This design comes from an exercise in tuning for small area on the open sky130 flow, not from production work. Function was checked by simulation only, so behaviour that the tests miss may differ from the original. Power figures rest on the tool's default switching activity, not on a simulated workload.

## flow/design.v (module list and top-level ports; edited modules follow where they fit)
// module c6288_top: 139 lines
// module Circuit6288h: 41 lines
// module TopLevel6288b: 1298 lines
// module nd: 4 lines
// module iv: 4 lines
// module fa: 5 lines
// module ha: 5 lines
// module xn: 4 lines
// module o2: 4 lines
// module incb: 5 lines
// module incl: 4 lines
// module cco: 4 lines
module c6288_top (clk,
    in256, in239, in222, in205, in188, in171, in154, in137, in120, in103, in86, in69, in52, in35, in18, in1, in528, in511, in494, in477, in460, in443, in426, in409, in392, in375, in358, in341, in324, in307, in290, in273,
    out6287, out6288, out6280, out6270, out6260, out6250, out6240, out6230, out6220, out6210, out6200, out6190, out6180, out6170, out6160, out6150, out6123, out5971, out5672, out5308, out4946, out4591, out4241, out3895, out3552, out3211, out2877, out2548, out2223, out1901, out1581, out545);
  // ...
==> flow/flow/run.sh <==
#!/bin/bash
set -euo pipefail
bash standard.sh \
  "BUFFER_PORTS_ARGS=-inputs -buffer_cell sky130_fd_sc_hd__buf_2" \
  "PRE_GLOBAL_PLACE_TCL=$PWD/flow/outbuf.tcl" \
  "CTS_ARGS=-sink_clustering_enable -repair_clock_nets -buf_list sky130_fd_sc_hd__clkbuf_8 -root_buf sky130_fd_sc_hd__clkbuf_8 -sink_clustering_size 32 -sink_clustering_max_diameter 400 -dont_use_dummy_load" \
  finish > standard_flow.log 2>&1
==> flow/flow/outbuf.tcl <==
# Buffer every output port with the smallest buffer and keep those buffers
# (global_place.tcl's remove_buffers would otherwise take them out again).
# The inputs are buffered by the standard buffer_ports call after this hook.
buffer_ports -outputs -buffer_cell sky130_fd_sc_hd__buf_1
set n 0
foreach port [get_ports out*] {
  set net [get_nets [get_full_name $port]]
  foreach pin [get_pins -of_objects $net -filter "direction == output"] {
    set_dont_touch [get_cells -of_objects $pin]
    incr n
  }
}
puts "dont_touch set on $n output buffers"
if { $n != 32 } { error "expected 32 output buffers, found $n" }
==> flow/standard.sh <==
#!/bin/bash
# synth_recipe.tcl (not shown) runs the flow's synth.tcl, then flattens the netlist and writes it again
# the make line also repeats each setting of config.mk as NAME=value (left out here)
make -C /OpenROAD-flow-scripts/flow DESIGN_CONFIG=/design/flow/config.mk WORK_HOME=/design/flow/orfs CLKGATE_MAP_FILE= SYNTH_SCRIPT=/design/flow/synth_recipe.tcl "${@:-finish}"
==> flow/config.mk <==
export PLATFORM = sky130hd
export DESIGN_NAME = c6288_top
export DESIGN_NICKNAME = c6288_top
export VERILOG_FILES = /design/flow/design.v
export SDC_FILE = /design/flow/constraint.sdc
export NUM_CORES = 4
export LEC_CHECK = 0
export CAP_MARGIN = 20
export CORE_MARGIN = 2
export CORE_UTILIZATION = 40
export GPL_TIMING_DRIVEN = 0
export SLEW_MARGIN = 20
export SYNTH_HIERARCHICAL = 1
export SYNTH_MINIMUM_KEEP_SIZE = 0
==> flow/constraint.sdc <==
create_clock -name core_clock -period 10.0 [get_ports {clk}]
set_input_delay 2.0000 -clock core_clock [delete_from_list [all_inputs] [get_ports {clk}]]
set_output_delay 2.0000 -clock core_clock [all_outputs]
set_load 0.01 [all_outputs]
==> run_results.csv, run 1 <==
group,metric,value,unit
layout,finalNonFillerCells,891,
clocking,cts_setup_buffers,0,
layout,final_nets,930,
route,firstDrtPassIters,5,
layout,seqAreaFraction,8.803,%
global_route,grtUsageMet3,3.946,%
layout,inv_count,17,
power_and_ir_drop,power_leader,"combinational cells",
clocking,htree_levels,2,
run_status,status,"finished clean",
clocking,cts-root-buf,"clkbuf_8",
timing,worst_slack,0.6258,ns
global_route,grt_max_degree,17,
floorplan,fp.coreArea,0.01641,mm²
clocking,clock_sinks,32,
worst_setup_path,worst_ep_arrival_time,9.62,ns
power_and_ir_drop,pwr-share-clk,4.5,%
yosys,synth_ff_type,"dfxtp_1",
global_route,grt_overflow_total,0,
worst_setup_path,endpoint_kind,"register",
yosys,ys_seq_area_share,9.629,%
layout,regArea,640.6,µm²
route,vias_per_cell,5.320,
worst_setup_path,path_cells,"buf_2 -> nand2_1 -> xnor2_1 -> fa_1 -> fa_1 -> fa_1 -> fa_1 -> fa_1 -> fa_1 -> fa_1 -> fa_1 -> fa_1 -> fa_1 -> fa_1 -> fa_1 -> fa_1 -> fa_1 -> fa_1 -> a21o_1 -> nand2_1 -> xor2_1",
yosys,syn_nets,859,
worst_setup_path,crit_start,"in35",
worst_setup_path,crit_cells,21,
power_and_ir_drop,power_clock,0.101,mW
clocking,hold_buffers,0,
place,dp.cells,886,
worst_setup_path,cpLargestDelayFamily,"adder cells",
power_and_ir_drop,combinationalPowerShare,84.1,%
yosys,yosysMostFrequentCell,"nand2_1",
yosys,synth.cell_area,0.006653,mm²
layout,nMultiInputCombCells,553,
==> inputs of run 2 (changes only) <==
--- a/flow/design.v
+++ b/flow/design.v
@@ -1406,81 +1406,83 @@
   iv u966 (.a(s945), .y(P[15]));
   iv u967 (.a(s948), .y(P[16]));
   wire s968;
   wire c969;
   ha u970 (.a(c861), .b(s863), .s(s968), .co(c969));
   wire s971;
   wire c972;
   fa u973 (.a(c864), .b(s866), .c(c969), .s(s971), .co(c972));
-  wire s974;
-  wire c975;
-  fa u976 (.a(c867), .b(s869), .c(c972), .s(s974), .co(c975));
-  wire s977;
-  wire c978;
-  fa u979 (.a(c870), .b(s872), .c(c975), .s(s977), .co(c978));
-  wire s980;
-  wire c981;
-  fa u982 (.a(c873), .b(s875), .c(c978), .s(s980), .co(c981));
-  wire s983;
-  wire c984;
-  fa u985 (.a(c876), .b(s878), .c(c981), .s(s983), .co(c984));
-  xn u986 (.a(s968), .b(c949), .y(P[17]));
-  wire t987;
-  incb u988 (.s0(s971), .cin(c949), .t(s968), .p(P[18]), .tn(t987));
-  wire t989;
-  incb u990 (.s0(s974), .cin(c949), .t(t987), .p(P[19]), .tn(t989));
-  wire t991;
-  incb u992 (.s0(s977), .cin(c949), .t(t989), .p(P[20]), .tn(t991));
-  wire t993;
-  incb u994 (.s0(s980), .cin(c949), .t(t991), .p(P[21]), .tn(t993));
-  wire t995;
-  incb u996 (.s0(s983), .cin(c949), .t(t993), .p(P[22]), .tn(t995));
-  wire bco997;
-  cco u998 (.g(c984), .cin(c949), .t(t995), .y(bco997));
+  xn u974 (.a(s968), .b(c949), .y(P[17]));
+  wire t975;
+  incb u976 (.s0(s971), .cin(c949), .t(s968), .p(P[18]), .tn(t975));
+  wire bco977;
+  cco u978 (.g(c972), .cin(c949), .t(t975), .y(bco977));
+  wire s979;
+  wire c980;
+  ha u981 (.a(c867), .b(s869), .s(s979), .co(c980));
+  wire s982;
+  wire c983;
+  fa u984 (.a(c870), .b(s872), .c(c980), .s(s982), .co(c983));
+  xn u985 (.a(s979), .b(bco977), .y(P[19]));
+  wire t986;
+  incb u987 (.s0(s982), .cin(bco977), .t(s979), .p(P[20]), .tn(t986));
+  wire bco988;
+  cco u989 (.g(c983), .cin(bco977), .t(t986), .y(bco988));
+  wire s990;
+  wire c991;
+  ha u992 (.a(c873), .b(s875), .s(s990), .co(c991));
+  wire s993;
+  wire c994;
+  fa u995 (.a(c876), .b(s878), .c(c991), .s(s993), .co(c994));
+  wire s996;
+  wire c997;
+  fa u998 (.a(c879), .b(s881), .c(c994), .s(s996), .co(c997));
   wire s999;
   wire c1000;
-  ha u1001 (.a(c879), .b(s881), .s(s999), .co(c1000));
-  wire s1002;
-  wire c1003;
-  fa u1004 (.a(c882), .b(s884), .c(c1000), .s(s1002), .co(c1003));
-  wire s1005;
-  wire c1006;
-  fa u1007 (.a(s887), .b(c885), .c(c1003), .s(s1005), .co(c1006));
-  wire s1008;
-  wire c1009;
-  fa u1010 (.a(s890), .b(c888), .c(c1006), .s(s1008), .co(c1009));
+  fa u1001 (.a(c882), .b(s884), .c(c997), .s(s999), .co(c1000));
+  xn u1002 (.a(s990), .b(bco988), .y(P[21]));
+  wire t1003;
+  incb u1004 (.s0(s993), .cin(bco988), .t(s990), .p(P[22]), .tn(t1003));
+  wire t1005;
+  incb u1006 (.s0(s996), .cin(bco988), .t(t1003), .p(P[23]), .tn(t1005));
+  wire t1007;
+  incb u1008 (.s0(s999), .cin(bco988), .t(t1005), .p(P[24]), .tn(t1007));
+  wire bco1009;
+  cco u1010 (.g(c1000), .cin(bco988), .t(t1007), .y(bco1009));
   wire s1011;
   wire c1012;
-  fa u1013 (.a(s893), .b(c891), .c(c1009), .s(s1011), .co(c1012));
+  ha u1013 (.a(s887), .b(c885), .s(s1011), .co(c1012));
   wire s1014;
   wire c1015;
-  fa u1016 (.a(s896), .b(c894), .c(c1012), .s(s1014), .co(c1015));
+  fa u1016 (.a(s890), .b(c888), .c(c1012), .s(s1014), .co(c1015));
   wire s1017;
   wire c1018;
-  fa u1019 (.a(s899), .b(c897), .c(c1015), .s(s1017), .co(c1018));
+  fa u1019 (.a(s893), .b(c891), .c(c1015), .s(s1017), .co(c1018));
   wire s1020;
   wire c1021;
-  fa u1022 (.a(n_15_15), .b(c900), .c(c1018), .s(s1020), .co(c1021));
-  xn u1023 (.a(s999), .b(bco997), .y(P[23]));
-  wire t1024;
-  incb u1025 (.s0(s1002), .cin(bco997), .t(s999), .p(P[24]), .tn(t1024));
-  wire t1026;
-  incb u1027 (.s0(s1005), .cin(bco997), .t(t1024), .p(P[25]), .tn(t1026));
-  wire t1028;
-  incb u1029 (.s0(s1008), .cin(bco997), .t(t1026), .p(P[26]), .tn(t1028));
+  fa u1022 (.a(s896), .b(c894), .c(c1018), .s(s1020), .co(c1021));
+  wire s1023;
+  wire c1024;
+  fa u1025 (.a(s899), .b(c897), .c(c1021), .s(s1023), .co(c1024));
+  wire s1026;
+  wire c1027;
+  fa u1028 (.a(n_15_15), .b(c900), .c(c1024), .s(s1026), .co(c1027));
+  xn u1029 (.a(s1011), .b(bco1009), .y(P[25]));
   wire t1030;
-  incb u1031 (.s0(s1011), .cin(bco997), .t(t1028), .p(P[27]), .tn(t1030));
+  incb u1031 (.s0(s1014), .cin(bco1009), .t(s1011), .p(P[26]), .tn(t1030));
   wire t1032;
-  incb u1033 (.s0(s1014), .cin(bco997), .t(t1030), .p(P[28]), .tn(t1032));
+  incb u1033 (.s0(s1017), .cin(bco1009), .t(t1030), .p(P[27]), .tn(t1032));
   wire t1034;
-  incb u1035 (.s0(s1017), .cin(bco997), .t(t1032), .p(P[29]), .tn(t1034));
+  incb u1035 (.s0(s1020), .cin(bco1009), .t(t1032), .p(P[28]), .tn(t1034));
   wire t1036;
-  incb u1037 (.s0(s1020), .cin(bco997), .t(t1034), .p(P[30]), .tn(t1036));
-  incl u1038 (.s0(c1021), .cin(bco997), .t(t1036), .p(P[31]));
+  incb u1037 (.s0(s1023), .cin(bco1009), .t(t1034), .p(P[29]), .tn(t1036));
+  wire t1038;
+  incb u1039 (.s0(s1026), .cin(bco1009), .t(t1036), .p(P[30]), .tn(t1038));
+  incl u1040 (.s0(c1027), .cin(bco1009), .t(t1038), .p(P[31]));
 endmodule  
 module nd (a, b, y);
   input a, b; output y;
   assign y = ~(a & b);
 endmodule
 module iv (a, y);
   input a; output y;
   assign y = ~a;
==> flow/flow/run.sh (replaced) <==
#!/bin/bash
set -euo pipefail
bash standard.sh \
  "BUFFER_PORTS_ARGS=-inputs -buffer_cell sky130_fd_sc_hd__buf_2" \
  "PRE_GLOBAL_PLACE_TCL=$PWD/flow/outbuf.tcl" \
  finish > standard_flow.log 2>&1
==> flow/config.mk (replaced) <==
export PLATFORM = sky130hd
export DESIGN_NAME = c6288_top
export DESIGN_NICKNAME = c6288_top
export VERILOG_FILES = /design/flow/design.v
export SDC_FILE = /design/flow/constraint.sdc
export NUM_CORES = 4
export LEC_CHECK = 0
export CAP_MARGIN = 20
export CORE_MARGIN = 2
export CORE_UTILIZATION = 40
export CTS_BUF_LIST = sky130_fd_sc_hd__clkbuf_8
export CTS_CLUSTER_DIAMETER = 200
export CTS_CLUSTER_SIZE = 40
export SLEW_MARGIN = 20
export SYNTH_HIERARCHICAL = 1
export SYNTH_MINIMUM_KEEP_SIZE = 0
==> run_results.csv, run 2 <==
group,metric,value,unit
floorplan,floorplan.initialDensity,40.41,%
worst_setup_path,crit_slowest_cell,"fa_1",
power_and_ir_drop,combinationalPowerShare,82.3,%
power_and_ir_drop,switching_power,1.055,mW
layout,diodes,0,
run_status,status,"finished clean",
layout,layout_common_cells,"nand2_1 (267), fa_1 (220), buf_2 (32), dfxtp_1 (32), buf_1 (32)",
global_route,grt_pass1_wl,28950,µm
floorplan,num_rows,47,
clocking,htree_levels,2,
yosys,synth_top_cell_area_share,66.43,%
yosys,yosysMostFrequentCell,"nand2_1",
layout,final_nets,947,
yosys,synthMuxAreaShare,0,%
yosys,synth_xor_area_share,4.095,%
clocking,hold_buffers,0,
clocking,cts_made_buffers,5,
global_route,grt_util_all_layers,21.50,%
floorplan,dieArea,0.01762,mm²
yosys,synth.avg_cell_area,11.05,µm²
clocking,cts-root-buf,"clkbuf_8",
hold_path,hold_class,"input port to register",
layout,regArea,640.6,µm²
yosys,netlist_top_cells_count,"nand2_1 (267), fa_1 (220), dfxtp_1 (32)",
floorplan,die_y,132.7,µm
timing,fin_crit_sh,93.38,%
global_route,antenna_found_initial,0,
place,dp_slack,0.2704,ns
clocking,cts_setup_buffers,0,
timing,setup_viol,0,
global_route,grt_max_degree,17,
timing,timing.fmax,107.1,MHz
place,dp_hpwl,14180,µm
worst_setup_path,cp_slowest_stage_delay,0.48,ns
yosys,synth.area.top_cells,"fa_1 (66%), nand2_1 (15%), dfxtp_1 (9.7%)",
clocking,cts_buffer_depth,2,
yosys,synth.cell_area,0.006630,mm²
yosys,async_reset_ff_share,0,%
route,first_iter_violations,249,
power_and_ir_drop,pwr-share-clk,6.3,%
worst_setup_path,critPathRequiredTime,10.24,ns
worst_setup_path,worst_ep_arrival_time,9.57,ns
worst_setup_path,endpoint_kind,"register",
yosys,synth_cells,600,
floorplan,ios,65,
yosys,syn_nets,857,
route,wl,17560,µm
yosys,synth_top_family_by_area,"adder cells",
yosys,synth-simple-area-share,17.76,%
layout,final_common_cell,"nand2_1",
timing,rsz0062_at_grt,"no",
layout,multi_input_area,0.005926,mm²
yosys,ys_seq_elements,32,
route,wl_per_cell,19.28,µm
layout,fillers,1557,
route,drc,0,
worst_setup_path,path_cells,"buf_2 -> buf_4 -> nand2_1 -> xnor2_1 -> fa_1 -> fa_1 -> fa_1 -> fa_1 -> fa_1 -> fa_1 -> fa_1 -> fa_1 -> fa_1 -> fa_1 -> fa_1 -> fa_1 -> fa_1 -> fa_1 -> a21o_1 -> a21o_1 -> a21o_1 -> nand2_1 -> xor2_1",
route,vias_per_cell,5.283,
place,dp.cells,903,
yosys,synthAdderAreaFrac,67.18,%
floorplan,fp.coreArea,0.01641,mm²
worst_setup_path,timing.critical_path.mode_cell,"fa_1",
yosys,ys_seq_area_share,9.662,%
timing,hold_slack,1.950,ns
layout,syn_to_final_growth,12.44,%
timing,hold_viol,0,
timing,slew_headroom,73.19,%
yosys,ys_warn_count,7,
global_route,grt_pass1_vias,5534,
timing,timing.final.crit_period,9.338,ns
power_and_ir_drop,leakage,2.653,nW
global_route,grt_overflow_total,0,
worst_setup_path,path_class,"input port to register",
yosys,yosysUniqueCellTypes,10,
power_and_ir_drop,ir_drop,0.2676,mV
timing,tns,0,ns
floorplan,die_w,132.7,µm
layout,drive_gt1_share,9.986,%
place,gp_congestion,0.8690,
yosys,synth_compound_area_share,0.3397,%
power_and_ir_drop,sequentialPowerShare,11.4,%
clocking,cts_tree,"built",
clocking,ctsResizeCount,0,
flow_run,maxCapViolCount,0,
yosys,yosysTopAreaCell,"fa_1",
route,detail-route-antenna-nets,0,
power_and_ir_drop,power_density,306.5,mW/mm²
timing,slew_viol_final,0,
yosys,synth_ff_type,"dfxtp_1",
place,port_buffers,64,
route,firstDrtPassIters,5,
timing,worst_slack,0.6618,ns
worst_setup_path,start_kind,"input port",
clocking,clock_sinks,32,
yosys,synth-edff-count,0,
timing,worstMarginPinSlew,0.4021,ns
power_and_ir_drop,p_int,1.230,mW
worst_setup_path,cp_max_fo,12,
route,vias,4813,
power_and_ir_drop,switching_share,46.18,%
layout,finalNonFillerCells,911,
clocking,path_clk_slew,0.08,ns
-- run 2: changes by cell type in the layout (fill, tap and decap cells not counted), sizes merged --
cell	change
fa	-2
xor2	-2
bufinv	+1
clkbuf	+2
a21o	+2
xnor2	+2
nand2	-2
and2	-2
ha	+2
buf	+19
-- run 2: logic make-up after synthesis --
| kind of cell | after synthesis |
|---|---|
| AND/OR/NAND/NOR | 293 |
| adder cells (fa/ha/maj) | 224 |
| flip-flops | 32 |
| XOR/XNOR | 31 |
| buffers and inverters | 17 |
| AO/OA/AOI/OAI | 3 |
-- run 2: metrics by stage --
step                utilization [%]  total power, mW  instance area (µm²)
finish                        45.44            2.285                 7455
global route                  45.44            2.613                 7455
CTS                           45.44            2.354                 7455
detailed placement            44.67            2.192                 7328
global placement              44.67            2.154                 7328
floorplan                         -            1.727                 6630
-- run 2: area by class of cell --
class                      instances  area share, %
inverter                          17         0.8560
tap                              220          3.693
clock inverter                     1         0.4028
timing repair buffer              83          5.673
sequential                        32          8.593
clock buffer                       7          1.292
multi-input combinational        551          79.49
-- run 2: worst max-delay path, delay by kind of cell --
kind	cells	cell delay, ns
compound gates	3	0.80
xor+xnor	2	0.41
fa+ha+maj	14	5.80
buf+inv	2	0.36
simple gates	2	0.22
-- run 2: modules after synthesis, one instance, submodules excluded, excerpt --
module / area, µm² / cells
incb: 20.02 / 3
incl: 12.51 / 2
nd: 3.754 / 1
fa: 20.02 / 1
c6288_top: 640.6 / 32
xn: 8.758 / 1
cco: 7.507 / 1
o2: 6.256 / 1
ha: 12.51 / 1
iv: 3.754 / 1
-- run 2: final timing paths --
check / endpoint / slack, ns / startpoint / cells past startpoint
min: out545 / 1.95 / in273 / 3
max: out6260 / 0.66 / in18 / 23
-- run 2: per-layer routing --
layer | global-route usage [%] | routed length (µm) | vias to the layer above
met5 | 0 | 0 | -
met4 | 8.483 | 633 | 0
met3 | 4.176 | 1318 | 43
met2 | 35.98 | 9000 | 236
met1 | 27.75 | 6612 | 2558
li1 | - | - | 1976
-- run 2: power by group through the flow --
| stage | Clock, mW | Sequential [mW] | Combinational [mW] |
|---|---|---|---|
| floorplan | 0 | 0.295 | 1.43 |
| finish | 0.144 | 0.260 | 1.88 |
| detailed placement | 0 | 0.264 | 1.93 |
| global route | 0.157 | 0.266 | 2.19 |
| global placement | 0 | 0.264 | 1.89 |
| CTS | 0.151 | 0.262 | 1.94 |
==> inputs of run 3 (changes only) <==
--- a/flow/flow/run.sh
+++ b/flow/flow/run.sh
@@ -5,2 +5,3 @@
   "PRE_GLOBAL_PLACE_TCL=$PWD/flow/outbuf.tcl" \
+  "CTS_ARGS=-repair_clock_nets -buf_list sky130_fd_sc_hd__clkbuf_8 -root_buf sky130_fd_sc_hd__clkbuf_8 -dont_use_dummy_load" \
   finish > standard_flow.log 2>&1
--- a/flow/config.mk
+++ b/flow/config.mk
@@ -10,5 +10,3 @@
 export CORE_UTILIZATION = 40
-export CTS_BUF_LIST = sky130_fd_sc_hd__clkbuf_8
-export CTS_CLUSTER_DIAMETER = 200
-export CTS_CLUSTER_SIZE = 40
+export GPL_TIMING_DRIVEN = 0
 export SLEW_MARGIN = 20
==> run_results.csv, run 3 <==
group,metric,value,unit
run_status,status,"finished clean",
clocking,cts_made_buffers,5,
timing,rsz0062_at_grt,"no",
route,drc,0,
layout,fin_area,0.007254,mm²
flow_run,maxCapViolCount,0,
route,detail-route-antenna-nets,0,
yosys,synth_ff_type,"dfxtp_1",
timing,timing.fmax,103.1,MHz
yosys,syn_nets,857,
yosys,synth.area.top_cells,"fa_1 (66%), nand2_1 (15%), dfxtp_1 (9.7%)",
power_and_ir_drop,total_power,2.179,mW
place,gp_congestion,0.8490,
layout,diodes,0,
yosys,synth_top_cell_area_share,66.43,%
timing,hold_viol,0,
layout,layout_common_cells,"nand2_1 (267), fa_1 (220), buf_2 (32), dfxtp_1 (32), buf_1 (32)",
yosys,synth.cell_area,0.006630,mm²
place,port_buffers,64,
place,dp_slack,-0.04407,ns
layout,fillers,1560,
worst_setup_path,worst_ep_arrival_time,9.93,ns
place,placed_cell_area,0.007186,mm²
layout,final_nets,928,
clocking,htree_levels,2,
floorplan,num_rows,47,
global_route,grt_pass1_vias,5534,
timing,hold_slack,2.076,ns
yosys,ys_seq_elements,32,
yosys,ys_seq_area_share,9.662,%
worst_setup_path,endpoint_kind,"register",
timing,slew_headroom,71.25,%
timing,worst_slack,0.2969,ns
yosys,synth.avg_cell_area,11.05,µm²
yosys,yosysMostFrequentCell,"nand2_1",
worst_setup_path,cp_max_fo,16,
floorplan,die_w,132.7,µm
yosys,ys_warn_count,7,
power_and_ir_drop,ir_drop,0.2291,mV
clocking,cts_setup_buffers,0,
worst_setup_path,critPathRequiredTime,10.23,ns
route,firstDrtPassIters,4,
timing,tns,0,ns
layout,final_common_cell,"nand2_1",
power_and_ir_drop,leakage,2.533,nW
route,wl,16490,µm
clocking,cts_buffer_depth,2,
global_route,grt_overflow_total,0,
clocking,cts_tree,"built",
timing,fin_crit_sh,97.03,%
layout,drive_gt1_share,7.025,%
route,vias_per_cell,5.251,
yosys,yosysTopAreaCell,"fa_1",
layout,syn_to_final_growth,9.417,%
floorplan,floorplan.initialDensity,40.41,%
yosys,yosysUniqueCellTypes,10,
clocking,hold_buffers,0,
clocking,ctsResizeCount,0,
timing,timing.final.crit_period,9.703,ns
floorplan,fp.coreArea,0.01641,mm²
power_and_ir_drop,power_density,300.4,mW/mm²
floorplan,die_y,132.7,µm
timing,slew_viol_final,0,
clocking,clock_sinks,32,
yosys,netlist_top_cells_count,"nand2_1 (267), fa_1 (220), dfxtp_1 (32)",
route,vias,4668,
route,first_iter_violations,304,
yosys,synth-edff-count,0,
floorplan,dieArea,0.01762,mm²
global_route,grt_util_all_layers,20.60,%
clocking,cts-root-buf,"clkbuf_8",
yosys,synth_cells,600,
global_route,grt_max_degree,17,
timing,worstMarginPinSlew,0.4312,ns
worst_setup_path,path_class,"input port to register",
route,wl_per_cell,18.55,µm
global_route,grt_pass1_wl,27930,µm
yosys,async_reset_ff_share,0,%
place,dp_hpwl,12510,µm
hold_path,hold_class,"input port to register",
clocking,path_clk_slew,0.08,ns
global_route,antenna_found_initial,0,
timing,setup_viol,0,
worst_setup_path,start_kind,"input port",
floorplan,ios,65,
[run 3: per-module statistics from Yosys (local to each module, per instance), excerpt]
module     area (µm²)  cells inside  flops+latches  times used
fa              20.02             1              0         220
c6288_top       640.6            32             32           1
ha              12.51             1              0           4
xn              8.758             1              0          20
o2              6.256             1              0          16
iv              3.754             1              0          17
nd              3.754             1              0         256
incl            12.51             2              0           1
incb            20.02             3              0          10
cco             7.507             1              0           3
[run 3: cell families (layout without fill, tap and decap cells)]
logic type	after synthesis	in the layout	synth area share, %
compound gates	3	3	0.3397
xor+xnor	31	31	4.095
fa+ha+maj	224	224	67.18
buf+inv	17	86	0.9624
flops	32	32	9.662
simple gates	293	293	17.76
[run 3: metal layers]
layer	up-vias	global-route usage (%)	part of all wire, %
met3	29	3.831	8.4
met4	0	7.109	2.6
met5	-	0	0
met2	202	34.83	52
met1	2502	26.83	37
li1	1935	-	-
[run 3: area by class of cell]
class                      count  area, µm²  area share, %
timing repair buffer          64      280.3          3.863
multi-input combinational    551       5926          81.68
clock buffer                   5      68.82         0.9486
tap                          220      275.3          3.794
sequential                    32      640.6          8.831
inverter                      17      63.81         0.8796
[run 3: worst paths after layout]
path	startpoint	endpoint	slack (ns)	cells past startpoint
worst max-delay path	in35	out6280	0.30	23
worst min-delay path	in273	out545	2.08	3
[run 3: report_power, final]
part           internal (mW)  total (mW)  switching [mW]
registers              0.244       0.258          0.0148
clock network         0.0449      0.0962          0.0513
logic                  0.878        1.82           0.947
total                   1.17        2.18            1.01
[run 3: stage by stage]
stage               utilization, %  instances
global route                 44.22        889
finish                       44.22        889
CTS                          44.22        889
floorplan                        -        600
detailed placement           43.80        884
global placement             43.80        884
[run 3: critical path: stages]
cell and delay (ns):
buf_2 0.32, nand2_1 0.15, xnor2_1 0.23, fa_1 0.46, fa_1 0.39, fa_1 0.41
fa_1 0.41, fa_1 0.41, fa_1 0.41, fa_1 0.39, fa_1 0.42, fa_1 0.43
fa_1 0.42, fa_1 0.41, fa_1 0.39, fa_1 0.39, fa_1 0.39, fa_1 0.43
a21o_1 0.24, a21o_1 0.25, a21o_1 0.30, nand2_1 0.12, xor2_1 0.16
==> inputs of run 4 (changes only) <==
==> flow/flow/run.sh (replaced) <==
#!/bin/bash
set -euo pipefail
bash standard.sh \
  "BUFFER_PORTS_ARGS=-inputs -buffer_cell sky130_fd_sc_hd__buf_2" \
  "PRE_GLOBAL_PLACE_TCL=$PWD/flow/outbuf.tcl" \
  "CTS_ARGS=-sink_clustering_enable -repair_clock_nets -buf_list sky130_fd_sc_hd__clkbuf_16 -root_buf sky130_fd_sc_hd__clkbuf_16 -sink_clustering_size 32 -sink_clustering_max_diameter 1000 -dont_use_dummy_load" \
  finish > standard_flow.log 2>&1
==> run_results.csv, run 4 <==
group,metric,value,unit
timing,rsz0062_at_grt,"no",
place,dp_slack,-0.04407,ns
clocking,cts_made_buffers,5,
hold_path,hp-start,"in273",
yosys,synth_ff_type,"dfxtp_1",
timing,timing.final.crit_period,9.727,ns
yosys,synth_top_cell_area_share,66.43,%
yosys,yosysTopAreaCell,"fa_1",
timing,worstMarginPinSlew,0.4583,ns
timing,fin_crit_sh,97.27,%
worst_setup_path,path_cells,"buf_2 -> nand2_1 -> xnor2_1 -> fa_1 -> fa_1 -> fa_1 -> fa_1 -> fa_1 -> fa_1 -> fa_1 -> fa_1 -> fa_1 -> fa_1 -> fa_1 -> fa_1 -> fa_1 -> fa_1 -> fa_1 -> a21o_1 -> a21o_1 -> a21o_1 -> nand2_1 -> xor2_1",
clocking,path_clk_slew,0.06,ns
power_and_ir_drop,total_power,2.226,mW
layout,fillers,1554,
layout,syn_to_final_growth,10.27,%
place,port_buffers,64,
flow_run,maxCapViolCount,0,
route,top_layer,"met4",
place,dp_hpwl,12510,µm
timing,slew_viol_final,0,
layout,diodes,0,
route,dr_wl_met3,1352,µm
clocking,hold_buffers,0,
yosys,synth.area.top_cells,"fa_1 (66%), nand2_1 (15%), dfxtp_1 (9.7%)",
layout,drive_gt1_share,7.025,%
place,placed_cell_area,0.007186,mm²
yosys,ys_seq_elements,32,
power_and_ir_drop,sequentialPowerShare,11.6,%
route,firstDrtPassIters,4,
run_status,status,"finished clean",
yosys,synth-edff-count,0,
global_route,grt_pass1_vias,5531,
yosys,synth-simple-area-share,17.76,%
layout,regArea,640.6,µm²
yosys,synth.avg_cell_area,11.05,µm²
route,vias_per_cell,5.316,
timing,hold_viol,0,
clocking,clock_sinks,32,
yosys,yosysUniqueCellTypes,10,
layout,final_common_cell,"nand2_1",
yosys,synth_xor_area_share,4.095,%
floorplan,die_y,132.7,µm
floorplan,dieArea,0.01762,mm²
power_and_ir_drop,leakage,2.558,nW
clocking,htree_levels,2,
place,gp_congestion,0.8490,
clocking,cts_buffer_depth,2,
yosys,synth_cells,600,
worst_setup_path,critical_path.endpoint,"out6280",
yosys,yosysMostFrequentCell,"nand2_1",
timing,tns,0,ns
yosys,ys_seq_area_share,9.662,%
yosys,ys_warn_count,7,
worst_setup_path,cp_max_fo,16,
clocking,cts-root-buf,"clkbuf_16",
worst_setup_path,start_kind,"input port",
layout,layout_common_cells,"nand2_1 (267), fa_1 (220), buf_2 (32), dfxtp_1 (32), buf_1 (32)",
layout,fin_area,0.007311,mm²
worst_setup_path,timing.critical_path.mode_cell,"fa_1",
route,first_iter_violations,273,
layout,final_nets,928,
floorplan,die_w,132.7,µm
floorplan,ios,65,
hold_path,hold_depth,3,
worst_setup_path,path_class,"input port to register",
clocking,ctsResizeCount,0,
yosys,async_reset_ff_share,0,%
worst_setup_path,critPathRequiredTime,10.21,ns
yosys,synth_compound_area_share,0.3397,%
floorplan,floorplan.initialDensity,40.41,%
yosys,synthMuxAreaShare,0,%
yosys,synth_top_family_by_area,"adder cells",
worst_setup_path,worst_ep_arrival_time,9.94,ns
timing,worst_slack,0.2735,ns
clocking,cts_tree,"built",
power_and_ir_drop,pwr-share-clk,6.4,%
yosys,netlist_top_cells_count,"nand2_1 (267), fa_1 (220), dfxtp_1 (32)",
route,wl,16550,µm
worst_setup_path,endpoint_kind,"register",
route,detail-route-antenna-nets,0,
route,drc,0,
worst_setup_path,crit_slowest_cell,"fa_1",
global_route,antenna_found_initial,0,
power_and_ir_drop,combinationalPowerShare,82.0,%
yosys,syn_nets,857,
hold_path,hold_class,"input port to register",
worst_setup_path,cp_slowest_stage_delay,0.46,ns
power_and_ir_drop,switching_share,45.65,%
route,vias,4726,
worst_setup_path,crit_start,"in35",
clocking,cts_setup_buffers,0,
yosys,synth.cell_area,0.006630,mm²
route,wl_met2,8514,µm
yosys,synthAdderAreaFrac,67.18,%
route,wl_met1,6205,µm
timing,setup_viol,0,
power_and_ir_drop,power_density,304.4,mW/mm²
global_route,grt_overflow_total,0,
power_and_ir_drop,p_int,1.210,mW
timing,timing.fmax,102.8,MHz
power_and_ir_drop,switching_power,1.016,mW
power_and_ir_drop,ir_drop,0.2293,mV
layout,post-route-util,44.56,%
global_route,grt_util_all_layers,20.61,%
floorplan,fp.coreArea,0.01641,mm²
layout,multi_input_area,0.005926,mm²
route,wl_per_cell,18.62,µm
global_route,grt_max_degree,17,
timing,slew_headroom,69.45,%
global_route,grt_pass1_wl,27880,µm
floorplan,num_rows,47,
## run 4: cell count changes in the layout (fill, tap and decap cells not counted)
cell / before / now
clkbuf_8: 5 / 0
clkbuf_16: 0 / 5
## run 4: area by class of cell
class | instances | area share, %
well taps | 220 | 3.765
inverters | 17 | 0.8728
multi-input cells | 551 | 81.05
flip-flops and latches | 32 | 8.763
repair buffers | 64 | 3.834
clock buffers | 5 | 1.711
## run 4: per-module statistics from Yosys (local to each module, per instance), excerpt
module     cells  area, µm²  copies in the design
incl           2      12.51                     1
nd             1      3.754                   256
iv             1      3.754                    17
o2             1      6.256                    16
fa             1      20.02                   220
c6288_top     32      640.6                     1
ha             1      12.51                     4
incb           3      20.02                    10
xn             1      8.758                    20
cco            1      7.507                     3
## run 4: kinds of logic after synthesis
group,after synthesis
simple gates,293
fa+ha+maj,224
flops,32
xor+xnor,31
buf+inv,17
compound gates,3
## run 4: worst max-delay path, delay by kind of cell
kind / cells / cell delay (ns)
adder cells (fa/ha/maj): 15 / 6.15
AO/OA/AOI/OAI: 3 / 0.79
XOR/XNOR: 2 / 0.39
buffers and inverters: 1 / 0.32
AND/OR/NAND/NOR: 2 / 0.27
## run 4: stage by stage
| stage | hold slack (ns) | std cells |
|---|---|---|
| floorplan | 2.093 | 600 |
| global placement | 2.389 | 884 |
| detailed placement | 2.385 | 884 |
| CTS | 2.083 | 889 |
| global route | 2.135 | 889 |
| finish | 2.101 | 889 |
## run 4: power by group through the flow
stage               logic, mW  registers (mW)  clock network, mW
floorplan                1.43           0.295                  0
global placement         1.84           0.262                  0
detailed placement       1.88           0.262                  0
CTS                      1.89           0.260              0.150
global route             2.15           0.263              0.154
finish                   1.82           0.259              0.142
## run 4: worst min path at each step
stage,to,slack (ns)
after floorplan,out545,2.09
after global placement,out545,2.39
after detailed placement,out4946,2.38
after CTS,out545,2.08
after global routing,out545,2.14
final,out545,2.10
## run 4: routing by layer
layer,up-vias,global-route usage [%]
met1,2532,26.89
met3,32,3.793
li1,1937,-
met5,-,0
met4,0,7.766
met2,225,34.51
==> inputs of run 5 (changes only) <==
==> flow/flow/run.sh (replaced) <==
#!/bin/bash
set -euo pipefail
bash standard.sh \
  "BUFFER_PORTS_ARGS=-inputs -buffer_cell sky130_fd_sc_hd__buf_1" \
  "PRE_GLOBAL_PLACE_TCL=$PWD/flow/outbuf.tcl" \
  "CTS_ARGS=-sink_clustering_enable -repair_clock_nets -buf_list sky130_fd_sc_hd__clkbuf_8 -root_buf sky130_fd_sc_hd__clkbuf_8 -sink_clustering_size 32 -sink_clustering_max_diameter 400 -dont_use_dummy_load" \
  finish > standard_flow.log 2>&1
==> run_results.csv, run 5 <==
group,metric,value,unit
timing,rsz0062_at_grt,"no",
global_route,grt_max_degree,17,
yosys,synthMuxAreaShare,0,%
yosys,synth-edff-count,0,
clocking,cts-root-buf,"clkbuf_8",
floorplan,floorplan.initialDensity,40.41,%
yosys,yosysUniqueCellTypes,10,
route,wl_per_cell,18.52,µm
clocking,clock_sinks,32,
clocking,hold_buffers,0,
timing,hold_slack,2.077,ns
power_and_ir_drop,total_power,2.190,mW
route,vias,4739,
floorplan,num_rows,47,
yosys,synth.cell_area,0.006630,mm²
power_and_ir_drop,power_density,302.7,mW/mm²
route,firstDrtPassIters,5,
worst_setup_path,endpoint_kind,"register",
layout,final_common_cell,"nand2_1",
clocking,cts_setup_buffers,0,
yosys,synth_cells,600,
yosys,ys_seq_area_share,9.662,%
layout,syn_to_final_growth,9.134,%
place,port_buffers,64,
hold_path,hold_depth,3,
layout,diodes,0,
timing,setup_viol,0,
route,vias_per_cell,5.331,
worst_setup_path,cp_max_fo,16,
power_and_ir_drop,switching_power,1.024,mW
power_and_ir_drop,sequentialPowerShare,11.8,%
worst_setup_path,worst_ep_arrival_time,9.95,ns
timing,fin_crit_sh,97.11,%
timing,hold_viol,0,
layout,regArea,640.6,µm²
hold_path,hp-start,"in273",
global_route,antenna_found_initial,0,
layout,fillers,1582,
floorplan,dieArea,0.01762,mm²
power_and_ir_drop,p_int,1.166,mW
yosys,synth_xor_area_share,4.095,%
clocking,cts_buffer_depth,2,
layout,layout_common_cells,"nand2_1 (267), fa_1 (220), buf_1 (53), dfxtp_1 (32), xnor2_1 (20)",
flow_run,maxCapViolCount,0,
hold_path,hold_class,"input port to register",
yosys,synth_top_family_by_area,"adder cells",
route,wl,16460,µm
power_and_ir_drop,pwr-share-clk,4.7,%
floorplan,ios,65,
yosys,synth.avg_cell_area,11.05,µm²
floorplan,die_w,132.7,µm
worst_setup_path,critPathRequiredTime,10.24,ns
yosys,yosysTopAreaCell,"fa_1",
power_and_ir_drop,ir_drop,0.2220,mV
yosys,synth_top_cell_area_share,66.43,%
hold_path,hold_end,"out545",
yosys,synth_ff_type,"dfxtp_1",
clocking,htree_levels,2,
timing,worstMarginPinSlew,1.088,ns
layout,multi_input_area,0.005926,mm²
yosys,synth_compound_area_share,0.3397,%
clocking,cts_made_buffers,5,
global_route,grt_overflow_total,0,
route,first_iter_violations,318,
yosys,ys_seq_elements,32,
place,gp_congestion,0.8580,
yosys,yosysMostFrequentCell,"nand2_1",
global_route,grt_util_all_layers,20.48,%
yosys,synth-simple-area-share,17.76,%
clocking,path_clk_slew,0.08,ns
timing,slew_viol_final,0,
clocking,cts_tree,"built",
yosys,synthAdderAreaFrac,67.18,%
floorplan,fp.coreArea,0.01641,mm²
yosys,syn_nets,857,
timing,slew_headroom,27.49,%
global_route,grt_pass1_vias,5462,
yosys,netlist_top_cells_count,"nand2_1 (267), fa_1 (220), dfxtp_1 (32)",
run_status,status,"finished clean",
yosys,ys_warn_count,7,
worst_setup_path,path_class,"input port to register",
timing,tns,0,ns
layout,drive_gt1_share,3.886,%
power_and_ir_drop,combinationalPowerShare,83.5,%
power_and_ir_drop,leakage,2.477,nW
route,drc,0,
layout,post-route-util,44.10,%
worst_setup_path,crit_start,"in358",
place,dp_hpwl,12350,µm
timing,timing.final.crit_period,9.711,ns
yosys,synth.area.top_cells,"fa_1 (66%), nand2_1 (15%), dfxtp_1 (9.7%)",
route,detail-route-antenna-nets,0,
worst_setup_path,start_kind,"input port",
power_and_ir_drop,switching_share,46.77,%
timing,timing.fmax,103.0,MHz
layout,final_nets,928,
global_route,grt_pass1_wl,27610,µm
yosys,async_reset_ff_share,0,%
floorplan,die_y,132.7,µm
## run 5: how the worst max path moves through the flow
stage,end,slack (ns)
after global routing,out6270,0.009
after detailed placement,out6270,-0.47
final,out6270,0.29
after CTS,out6270,0.06
after floorplan,out6250,0.97
after global placement,out6270,-0.39
## run 5: layer usage
layer	global-route usage [%]	wire length, µm	vias to the layer above
met1	26.44	6170	2531
met5	0	0	-
li1	-	-	1937
met3	3.602	1254	34
met4	8.961	545	0
met2	34.14	8494	237
## run 5: Yosys stat by module, one instance, submodules excluded, a selection
module	cells inside	times used	area (µm²)
ha	1	4	12.51
iv	1	17	3.754
c6288_top	32	1	640.6
incl	2	1	12.51
xn	1	20	8.758
incb	3	10	20.02
o2	1	16	6.256
fa	1	220	20.02
nd	1	256	3.754
cco	1	3	7.507
## run 5: stage by stage
step | setup slack, ns | instances | area, µm²
floorplan | 0.9735 | 600 | 6630
global placement | -0.3867 | 884 | 7146
detailed placement | -0.4672 | 884 | 7146
CTS | 0.06347 | 889 | 7257
global route | 0.008888 | 889 | 7236
finish | 0.2893 | 889 | 7236
## run 5: critical path, cell delays in order
cell and delay, ns:
buf_1 0.70, nand2_1 0.20, fa_1 0.60, fa_1 0.44
fa_1 0.44, fa_1 0.41, fa_1 0.42, fa_1 0.39
fa_1 0.40, fa_1 0.43, fa_1 0.41, fa_1 0.41
fa_1 0.39, fa_1 0.39, fa_1 0.39, fa_1 0.45
a21o_1 0.24, a21o_1 0.25, a21o_1 0.30, nand2_1 0.12
xor2_1 0.15
## run 5: what timing repair did
item                                    CTS  global route
endpoints found under the setup margin    7             7
gates resized for setup                  14            17
endpoints found under the hold margin     0             0
## run 5: cell type report
type / count / share of cell area, %
inverter: 17 / 0.8819
tap: 220 / 3.804
timing repair buffer: 64 / 3.614
multi-input combinational: 551 / 81.90
sequential: 32 / 8.854
clock buffer: 5 / 0.9511
## run 5: power by group through the flow
stage               registers (mW)  clock network [mW]  logic [mW]
floorplan                    0.295                   0        1.43
global placement             0.262                   0        1.84
detailed placement           0.262                   0        1.88
CTS                          0.260               0.111        1.89
global route                 0.265               0.112        2.14
finish                       0.258               0.102        1.83
## run 5: cells by family after synthesis
| group | count (synthesis) |
|---|---|
| xor gates and xnor gates | 31 |
| and+or+nand+nor | 293 |
| DFF | 32 |
| adders and majority gates | 224 |
| AOI/OAI and AO/OA | 3 |
| buffers and inverters | 17 |
==> inputs of run 6 (changes only) <==
--- a/flow/flow/outbuf.tcl
+++ b/flow/flow/outbuf.tcl
@@ -4,2 +4,4 @@
 buffer_ports -outputs -buffer_cell sky130_fd_sc_hd__buf_1
+# connect the new buffers' power and ground pins by the design's global rules
+global_connect
 set n 0
--- a/flow/config.mk
+++ b/flow/config.mk
@@ -9,3 +9,3 @@
 export CORE_MARGIN = 2
-export CORE_UTILIZATION = 40
+export CORE_UTILIZATION = 60
 export GPL_TIMING_DRIVEN = 0
==> run_results.csv, run 6 <==
group,metric,value,unit
power_and_ir_drop,leakage,2.478,nW
route,detail-route-antenna-nets,0,
floorplan,fp.coreArea,0.01079,mm²
yosys,synth_cells,600,
yosys,synth_top_family_by_area,"adder cells",
route,drc,0,
yosys,synth_top_cell_area_share,66.43,%
place,gp_congestion,0.8030,
place,port_buffers,64,
layout,syn_to_final_growth,7.700,%
yosys,async_reset_ff_share,0,%
floorplan,floorplan.initialDensity,61.43,%
layout,final_nets,928,
power_and_ir_drop,total_power,2.203,mW
worst_setup_path,path_class,"input port to register",
yosys,yosysUniqueCellTypes,10,
clocking,cts_tree,"built",
power_and_ir_drop,ir_drop,0.6162,mV
run_status,status,"finished clean",
yosys,synth-simple-area-share,17.76,%
timing,timing.fmax,103.2,MHz
layout,post-route-util,66.16,%
worst_setup_path,crit_slowest_cell,"fa_1",
place,dp_hpwl,12070,µm
worst_setup_path,endpoint_kind,"register",
worst_setup_path,cpLargestDelayFamily,"adder cells",
clocking,path_clk_slew,0.07,ns
floorplan,num_rows,38,
layout,final_common_cell,"nand2_1",
global_route,grt_overflow_total,0,
clocking,cts_setup_buffers,0,
yosys,syn_nets,857,
timing,worstMarginPinSlew,1.109,ns
yosys,netlist_top_cells_count,"nand2_1 (267), fa_1 (220), dfxtp_1 (32)",
worst_setup_path,path_cells,"buf_2 -> nand2_1 -> fa_1 -> fa_1 -> fa_1 -> fa_1 -> fa_1 -> fa_1 -> fa_1 -> fa_1 -> fa_1 -> fa_1 -> fa_1 -> fa_1 -> fa_1 -> fa_1 -> fa_1 -> a21o_1 -> a21o_1 -> a21o_1 -> nand2_1 -> xor2_1",
worst_setup_path,timing.critical_path.mode_cell,"fa_1",
route,vias_per_cell,5.744,
floorplan,dieArea,0.01191,mm²
hold_path,hold_depth,3,
floorplan,die_y,109.1,µm
hold_path,hold_class,"input port to register",
clocking,hold_buffers,0,
worst_setup_path,cp_slowest_stage_delay,0.58,ns
layout,finalNonFillerCells,809,
route,firstDrtPassIters,5,
clocking,cts_made_buffers,5,
worst_setup_path,start_kind,"input port",
worst_setup_path,critPathRequiredTime,10.24,ns
yosys,yosysTopAreaCell,"fa_1",
yosys,synth.cell_area,0.006630,mm²
yosys,ys_warn_count,7,
layout,fin_area,0.007141,mm²
hold_path,hp-start,"in1",
flow_run,maxCapViolCount,0,
power_and_ir_drop,power_density,308.6,mW/mm²
yosys,synth_xor_area_share,4.095,%
route,wl,15850,µm
clocking,htree_levels,2,
floorplan,die_w,109.1,µm
timing,rsz0062_at_grt,"no",
global_route,grt_max_degree,17,
yosys,synth.avg_cell_area,11.05,µm²
route,first_iter_violations,315,
timing,timing.final.crit_period,9.693,ns
hold_path,hold_end,"out545",
global_route,grt_pass1_vias,5225,
global_route,grt_util_all_layers,31.06,%
layout,fillers,878,
floorplan,ios,65,
yosys,synth_compound_area_share,0.3397,%
layout,drive_gt1_share,3.737,%
yosys,synth.area.top_cells,"fa_1 (66%), nand2_1 (15%), dfxtp_1 (9.7%)",
worst_setup_path,worst_ep_arrival_time,9.93,ns
timing,setup_viol,0,
worst_setup_path,crit_buf_inv,1,
place,placed_cell_area,0.007046,mm²
clocking,cts-root-buf,"clkbuf_8",
layout,diodes,0,
clocking,clock_sinks,32,
timing,hold_viol,0,
timing,slew_headroom,26.06,%
global_route,antenna_found_initial,0,
timing,slew_viol_final,0,
timing,fin_crit_sh,96.93,%
yosys,yosysMostFrequentCell,"nand2_1",
layout,layout_common_cells,"nand2_1 (267), fa_1 (220), buf_1 (53), dfxtp_1 (32), xnor2_1 (20)",
worst_setup_path,crit_cells,22,
yosys,ys_seq_elements,32,
yosys,synth_ff_type,"dfxtp_1",
clocking,cts_buffer_depth,2,
yosys,synthMuxAreaShare,0,%
yosys,synth-edff-count,0,
place,dp.cells,804,
worst_setup_path,cp_max_fo,16,
route,vias,4647,
yosys,synthAdderAreaFrac,67.18,%
global_route,grt_pass1_wl,26810,µm
yosys,ys_seq_area_share,9.662,%
route,wl_per_cell,19.59,µm
## run 6: changes by cell type in the layout (fill, tap and decap cells not counted)
| cell | before | now |
|---|---|---|
| clkbuf_2 | 2 | 1 |
| clkdlybuf4s15_1 | 0 | 1 |
## run 6: layer usage
| metal | share of wire [%] | wire length [µm] | global-route usage (%) |
|---|---|---|---|
| met3 | 7.8 | 1240 | 4.782 |
| met2 | 51 | 8096 | 52.40 |
| met4 | 2.9 | 456 | 10.81 |
| met1 | 38 | 6056 | 41.44 |
| met5 | 0 | 0 | 0 |
## run 6: final cells by class
type / instances / area (µm²) / area share (%)
repair buffers: 64 / 266.5 / 3.732
clock buffers: 5 / 68.82 / 0.9637
inverters: 17 / 63.81 / 0.8936
well taps: 140 / 175.2 / 2.453
flip-flops and latches: 32 / 640.6 / 8.971
multi-input cells: 551 / 5926 / 82.99
## run 6: repair_timing
action	4_1_cts	5_1_grt
gates cloned	0	0
endpoints found under the setup margin	7	7
pin swaps	0	0
resized for setup	12	12
endpoints found under the hold margin	0	0
## run 6: cell families (layout without fill, tap and decap cells)
family,Yosys count,in the layout
AO/OA/AOI/OAI,3,3
XOR/XNOR,31,31
adder cells (fa/ha/maj),224,224
buffers and inverters,17,86
flip-flops,32,32
AND/OR/NAND/NOR,293,293
## run 6: how the worst max path moves through the flow
stage / startpoint / to / slack (ns)
6_report: in307 / out6260 / 0.31
5_1_grt: in18 / out6260 / 0.004
4_1_cts: in307 / out6260 / 0.15
3_5_place_dp: in307 / out6260 / -0.44
3_3_place_gp: in307 / out6270 / -0.34
2_1_floorplan: in1 / out6250 / 0.97
## run 6: modules after synthesis, one instance, submodules excluded, excerpt
module | cells inside | flops+latches | times used
o2 | 1 | 0 | 16
cco | 1 | 0 | 3
iv | 1 | 0 | 17
fa | 1 | 0 | 220
incb | 3 | 0 | 10
incl | 2 | 0 | 1
xn | 1 | 0 | 20
nd | 1 | 0 | 256
## run 6: power by group
part	internal [mW]	switching [mW]
Clock	0.0447	0.0486
Sequential	0.243	0.0124
Combinational	0.883	0.971
Total	1.17	1.03
## run 6: per-stage QoR
stage               setup slack, ns  hold slack [ns]  setup TNS (ns)
floorplan                    0.9735            2.093               0
global placement            -0.3374            2.387          -2.311
detailed placement          -0.4383            2.385          -3.054
CTS                          0.1452            2.078               0
global route               0.004417            2.108               0
finish                       0.3072            2.081               0
==> inputs of run 7 (changes only) <==
--- a/flow/config.mk
+++ b/flow/config.mk
@@ -7,5 +7,6 @@
 export LEC_CHECK = 0
+export ABC_AREA = 1
 export CAP_MARGIN = 20
 export CORE_MARGIN = 2
-export CORE_UTILIZATION = 60
+export CORE_UTILIZATION = 40
 export GPL_TIMING_DRIVEN = 0
==> run_results.csv, run 7 <==
group,metric,value,unit
yosys,synth.area.top_cells,"fa_1 (63%), nand2_1 (20%), dfxtp_1 (9.1%)",
worst_setup_path,start_kind,"input port",
yosys,netlist_top_cells_count,"nand2_1 (381), fa_1 (220), inv_1 (113)",
timing,setup_viol,0,
clocking,cts_made_buffers,5,
global_route,grt_overflow_total,0,
floorplan,floorplan.initialDensity,40.64,%
clocking,path_clk_slew,0.08,ns
yosys,synth.avg_cell_area,9.204,µm²
run_status,status,"finished clean",
place,dp_hpwl,12880,µm
route,wl_met2,8879,µm
yosys,synth_xor_area_share,0,%
timing,slew_headroom,26.78,%
timing,worst_slack,0.3716,ns
hold_path,hold_end,"out545",
yosys,ys_seq_elements,32,
place,port_buffers,64,
route,wl,17420,µm
yosys,synth_top_cell_area_share,62.88,%
route,drc,0,
place,dp.cells,1050,
yosys,synth_ff_type,"dfxtp_1",
global_route,grt_max_degree,17,
global_route,grt_pass1_vias,5841,
timing,hold_slack,2.094,ns
timing,fin_crit_sh,96.28,%
hold_path,hold_class,"input port to register",
floorplan,fp.coreArea,0.01724,mm²
timing,hold_viol,0,
power_and_ir_drop,ir_drop,0.2442,mV
place,dp_slack,-0.6864,ns
clocking,cts_buffer_depth,2,
yosys,synth-simple-area-share,21.20,%
clocking,htree_levels,2,
route,first_iter_violations,349,
yosys,synth_compound_area_share,0,%
route,detail-route-antenna-nets,0,
clocking,cts-root-buf,"clkbuf_8",
power_and_ir_drop,power_density,311.8,mW/mm²
yosys,yosysMostFrequentCell,"nand2_1",
yosys,synth_top_family_by_area,"adder cells",
yosys,async_reset_ff_share,0,%
worst_setup_path,crit_start,"in341",
floorplan,die_y,136.3,µm
worst_setup_path,critPathRequiredTime,10.19,ns
yosys,synth.cell_area,0.007004,mm²
floorplan,ios,65,
worst_setup_path,path_class,"input port to register",
timing,tns,0,ns
route,vias_per_cell,4.976,
layout,final_common_cell,"nand2_1",
global_route,grt_pass1_wl,29570,µm
worst_setup_path,worst_ep_arrival_time,9.82,ns
yosys,synth_cells,761,
clocking,cts_setup_buffers,0,
yosys,synth-edff-count,0,
yosys,yosysUniqueCellTypes,6,
floorplan,dieArea,0.01858,mm²
yosys,ys_seq_area_share,9.146,%
route,firstDrtPassIters,5,
route,top_layer,"met4",
global_route,grt_util_all_layers,21.12,%
place,gp_congestion,0.7930,
floorplan,die_w,136.3,µm
yosys,synthAdderAreaFrac,63.59,%
layout,syn_to_final_growth,8.789,%
timing,worstMarginPinSlew,1.098,ns
yosys,ys_warn_count,7,
timing,timing.final.crit_period,9.628,ns
clocking,clock_sinks,32,
layout,layout_common_cells,"nand2_1 (379), fa_1 (220), inv_1 (113), buf_1 (52), dfxtp_1 (32)",
layout,final_nets,1089,
timing,slew_viol_final,0,
layout,finalNonFillerCells,1055,
route,wl_met1,7208,µm
yosys,syn_nets,1018,
route,dr_wl_met3,1118,µm
yosys,synthMuxAreaShare,0,%
layout,drive_gt1_share,2.289,%
timing,rsz0062_at_grt,"no",
clocking,cts_tree,"built",
global_route,antenna_found_initial,0,
worst_setup_path,endpoint_kind,"register",
hold_path,hp-start,"in273",
timing,timing.fmax,103.9,MHz
worst_setup_path,cp_max_fo,16,
route,vias,5250,
layout,diodes,0,
yosys,yosysTopAreaCell,"fa_1",
hold_path,hold_depth,3,
floorplan,num_rows,48,
flow_run,maxCapViolCount,0,
power_and_ir_drop,leakage,3.350,nW
route,wl_per_cell,16.51,µm
power_and_ir_drop,total_power,2.376,mW
==> run 7: cell types whose count changed in the layout (fill, tap and decap cells not counted), moves of 11 or more <==
cell / delta
nand2_1: +112
inv_1: +96
or2_1: -16
nand3_1: +11
xor2_1: -11
xnor2_1: -20
==> run 7: cell families (layout without fill, tap and decap cells) <==
family        Yosys count  after routing
simple gates          392            392
fa+ha+maj             224            224
buf+inv               113            182
flops                  32             32
==> run 7: power breakdown <==
part	internal [mW]	switching (mW)	leakage, nW	total [mW]
Combinational	0.839	1.19	3.04	2.03
Clock	0.0451	0.0562	0.0359	0.101
Sequential	0.234	0.0132	0.270	0.247
==> run 7: layer usage <==
layer	track usage, %	vias up
li1	-	2331
met1	27.51	2700
met2	37.60	201
met3	3.132	18
met4	4.225	0
met5	0	-
==> run 7: Yosys stat by module, one instance, submodules excluded, a selection <==
module | times used | cells inside
c6288_top | 1 | 32
xn | 20 | 5
o2 | 16 | 3
incb | 10 | 7
incl | 1 | 5
iv | 17 | 1
==> run 7: repair_timing <==
action | 4_1_cts | 5_1_grt
endpoints found under the setup margin | 7 | 7
gates resized for setup | 19 | 18
pin swaps | 0 | 0
hold endpoints to repair | 0 | 0
hold buffers | 0 | 0
==> run 7: cell type report <==
class / instances / area, µm²
timing repair buffer: 64 / 260.3
tap: 225 / 281.5
fill: 1685 / 9617
sequential: 32 / 640.6
multi-input combinational: 616 / 5944
clock buffer: 5 / 68.82
inverter: 113 / 424.2
==> run 7: how the worst max path moves through the flow <==
stage                     cells after the start  slack [ns]       to
final                                        25        0.37  out6280
after global routing                         28       0.009  out6250
after CTS                                    28        0.09  out6280
after detailed placement                     25       -0.69  out6280
after global placement                       27       -0.63  out6270
after floorplan                              24        0.97  out6250
==> run 7: critical path: stages <==
cell             delay, ns
clkdlybuf4s18_2       0.47
nand2_1               0.12
fa_1                  0.51
fa_1                  0.43
fa_1                  0.43
fa_1                  0.42
fa_1                  0.40
fa_1                  0.39
fa_1                  0.40
fa_1                  0.40
fa_1                  0.41
fa_1                  0.41
fa_1                  0.41
fa_1                  0.40
fa_1                  0.38
fa_1                  0.39
fa_1                  0.46
nand2_1               0.10
nand2_1               0.11
nand2_1               0.10
nand2_2               0.15
nand2_1               0.12
nand2_2               0.17
nand3_1               0.14
nand2_1               0.05
==> run 7: per-stage QoR <==
| step | util [%] | instance area [µm²] |
|---|---|---|
| 3_5_place_dp | 43.66 | 7526 |
| 6_report | 44.21 | 7620 |
| 4_1_cts | 44.38 | 7650 |
| 2_1_floorplan | - | 7004 |
| 5_1_grt | 44.21 | 7620 |
| 3_3_place_gp | 43.66 | 7526 |
==> inputs of run 8 (changes only) <==
--- a/flow/config.mk
+++ b/flow/config.mk
@@ -7,3 +7,2 @@
 export LEC_CHECK = 0
-export ABC_AREA = 1
 export CAP_MARGIN = 20
==> run_results.csv, run 8 <==
group,metric,value,unit
worst_setup_path,path_class,"input port to register",
layout,layout_common_cells,"nand2_1 (267), fa_1 (220), buf_1 (53), dfxtp_1 (32), xnor2_1 (20)",
yosys,yosysMostFrequentCell,"nand2_1",
timing,setup_viol,0,
route,vias,4739,
worst_setup_path,cpLargestDelayFamily,"adder cells",
worst_setup_path,worst_ep_arrival_time,9.95,ns
floorplan,ios,65,
timing,hold_viol,0,
yosys,synth-edff-count,0,
yosys,ys_warn_count,7,
clocking,hold_buffers,0,
global_route,grt_pass1_vias,5462,
worst_setup_path,endpoint_kind,"register",
timing,worstMarginPinSlew,1.088,ns
place,dp_hpwl,12350,µm
yosys,synth_ff_type,"dfxtp_1",
worst_setup_path,crit_slowest_cell,"buf_1",
clocking,cts_buffer_depth,2,
layout,drive_gt1_share,3.886,%
global_route,antenna_found_initial,0,
clocking,cts-root-buf,"clkbuf_8",
floorplan,floorplan.initialDensity,40.41,%
route,detail-route-antenna-nets,0,
worst_setup_path,crit_buf_inv,1,
yosys,synth_cells,600,
global_route,grt_pass1_wl,27610,µm
yosys,synth_top_cell_area_share,66.43,%
yosys,synth.avg_cell_area,11.05,µm²
layout,diodes,0,
layout,final_common_cell,"nand2_1",
timing,slew_headroom,27.49,%
power_and_ir_drop,total_power,2.190,mW
worst_setup_path,cp_slowest_stage_delay,0.70,ns
yosys,syn_nets,857,
route,wl_per_cell,18.52,µm
timing,timing.fmax,103.0,MHz
floorplan,dieArea,0.01762,mm²
yosys,async_reset_ff_share,0,%
power_and_ir_drop,leakage,2.477,nW
worst_setup_path,path_cells,"buf_1 -> nand2_1 -> fa_1 -> fa_1 -> fa_1 -> fa_1 -> fa_1 -> fa_1 -> fa_1 -> fa_1 -> fa_1 -> fa_1 -> fa_1 -> fa_1 -> fa_1 -> fa_1 -> a21o_1 -> a21o_1 -> a21o_1 -> nand2_1 -> xor2_1",
timing,rsz0062_at_grt,"no",
clocking,cts_tree,"built",
timing,tns,0,ns
worst_setup_path,timing.critical_path.mode_cell,"fa_1",
floorplan,fp.coreArea,0.01641,mm²
floorplan,die_y,132.7,µm
flow_run,maxCapViolCount,0,
route,wl,16460,µm
global_route,grt_util_all_layers,20.48,%
route,firstDrtPassIters,5,
global_route,grt_overflow_total,0,
timing,timing.final.crit_period,9.711,ns
yosys,yosysTopAreaCell,"fa_1",
hold_path,hold_depth,3,
power_and_ir_drop,ir_drop,0.2220,mV
route,first_iter_violations,318,
yosys,netlist_top_cells_count,"nand2_1 (267), fa_1 (220), dfxtp_1 (32)",
yosys,synth.area.top_cells,"fa_1 (66%), nand2_1 (15%), dfxtp_1 (9.7%)",
yosys,yosysUniqueCellTypes,10,
layout,final_nets,928,
clocking,clock_sinks,32,
place,gp_congestion,0.8580,
worst_setup_path,cp_max_fo,16,
yosys,ys_seq_area_share,9.662,%
clocking,path_clk_slew,0.08,ns
timing,fin_crit_sh,97.11,%
floorplan,num_rows,47,
clocking,cts_setup_buffers,0,
worst_setup_path,crit_cells,21,
route,drc,0,
global_route,grt_max_degree,17,
worst_setup_path,critPathRequiredTime,10.24,ns
yosys,ys_seq_elements,32,
floorplan,die_w,132.7,µm
clocking,cts_made_buffers,5,
place,port_buffers,64,
power_and_ir_drop,power_density,302.7,mW/mm²
worst_setup_path,start_kind,"input port",
run_status,status,"finished clean",
clocking,htree_levels,2,
layout,post-route-util,44.10,%
layout,syn_to_final_growth,9.134,%
hold_path,hold_class,"input port to register",
timing,slew_viol_final,0,
route,vias_per_cell,5.331,
yosys,synth.cell_area,0.006630,mm²
## run 8: stage by stage
stage | area (µm²) | std cells | hold WS [ns] | setup WS, ns
after floorplan | 6630 | 600 | 2.093 | 0.9735
after global placement | 7146 | 884 | 2.389 | -0.3867
after detailed placement | 7146 | 884 | 2.384 | -0.4672
after CTS | 7257 | 889 | 2.060 | 0.06347
after global routing | 7236 | 889 | 2.113 | 0.008888
final | 7236 | 889 | 2.077 | 0.2893
## run 8: per-module statistics from Yosys (local to each module, per instance), excerpt
module | area [µm²] | cells
nd | 3.754 | 1
ha | 12.51 | 1
iv | 3.754 | 1
o2 | 6.256 | 1
incl | 12.51 | 2
fa | 20.02 | 1
c6288_top | 640.6 | 32
cco | 7.507 | 1
xn | 8.758 | 1
incb | 20.02 | 3
## run 8: final cells by class
class / instances / area [µm²]
multi-input combinational: 551 / 5926
sequential: 32 / 640.6
timing repair buffer: 64 / 261.5
inverter: 17 / 63.81
fill: 1582 / 9171
tap: 220 / 275.3
clock buffer: 5 / 68.82
## run 8: worst min-delay path, delay by kind of cell
family | cells | cell delay, ns
buf+inv | 2 | 0.25
simple gates | 1 | 0.11
## run 8: timing repair
item                                    CTS  global route
pin swaps                                 0             0
endpoints found under the setup margin    7             7
endpoints found under the hold margin     0             0
gates resized for setup                  14            17
## run 8: worst paths after layout
path | start | endpoint | slack, ns
worst min-delay path | in273 | out545 | 2.08
worst max-delay path | in358 | out6270 | 0.29
## run 8: kinds of logic (layout without fill, tap and decap cells)
logic type      count (synthesis)  count (layout)  synth area share, %
compound gates                  3               3               0.3397
xor+xnor                       31              31                4.095
fa+ha+maj                     224             224                67.18
buf+inv                        17              86               0.9624
flops                          32              32                9.662
simple gates                  293             293                17.76
## run 8: report_power, final
group	internal, mW	switching (mW)	total (mW)	leakage [nW]
logic	0.877	0.953	1.83	2.17
registers	0.244	0.0149	0.258	0.270
clock network	0.0450	0.0569	0.102	0.0359
## run 8: routing by layer
layer | routed length (µm) | track usage, % | vias up
met5 | 0 | 0 | -
met4 | 545 | 8.961 | 0
met3 | 1254 | 3.602 | 34
met2 | 8494 | 34.14 | 237
met1 | 6170 | 26.44 | 2531
li1 | - | - | 1937

-- static timing again, ports no longer ideal --
Ports are ideal in the flow. The routed layouts listed here were re-timed in OpenROAD.
Step 1, drivers: a clkbuf_16 drives clk and a buf_2 each remaining input, both assumed.
Step 2 times the ports against the registers' clock, not the clock port: input delays grow and output delays shrink by t, the midpoint of the rising clock arrivals with the driver on.
a / b / c = ideal / step 1 / step 2; a / b = the first two.
run | t (ns) | setup WS [ns] | worst data-port slew with drivers (ns)
run 1 | 0.343 | 0.626 / 0.636 / 0.293 | 0.03
run 2 | 0.343 | 0.662 / 0.668 / 0.325 | 0.03
run 3 | 0.341 | 0.297 / 0.307 / -0.033 | 0.03
run 4 | 0.324 | 0.273 / 0.287 / -0.037 | 0.03
run 5 | 0.349 | 0.289 / 0.298 / -0.052 | 0.03
run 6 | 0.336 | 0.307 / 0.315 / -0.021 | 0.04
run 7 | 0.335 | 0.372 / 0.383 / 0.048 | 0.03
run 8 | 0.349 | 0.289 / 0.298 / -0.052 | 0.03
With both steps, setup timing fails in 5 of these runs, where it was met with ideal ports.
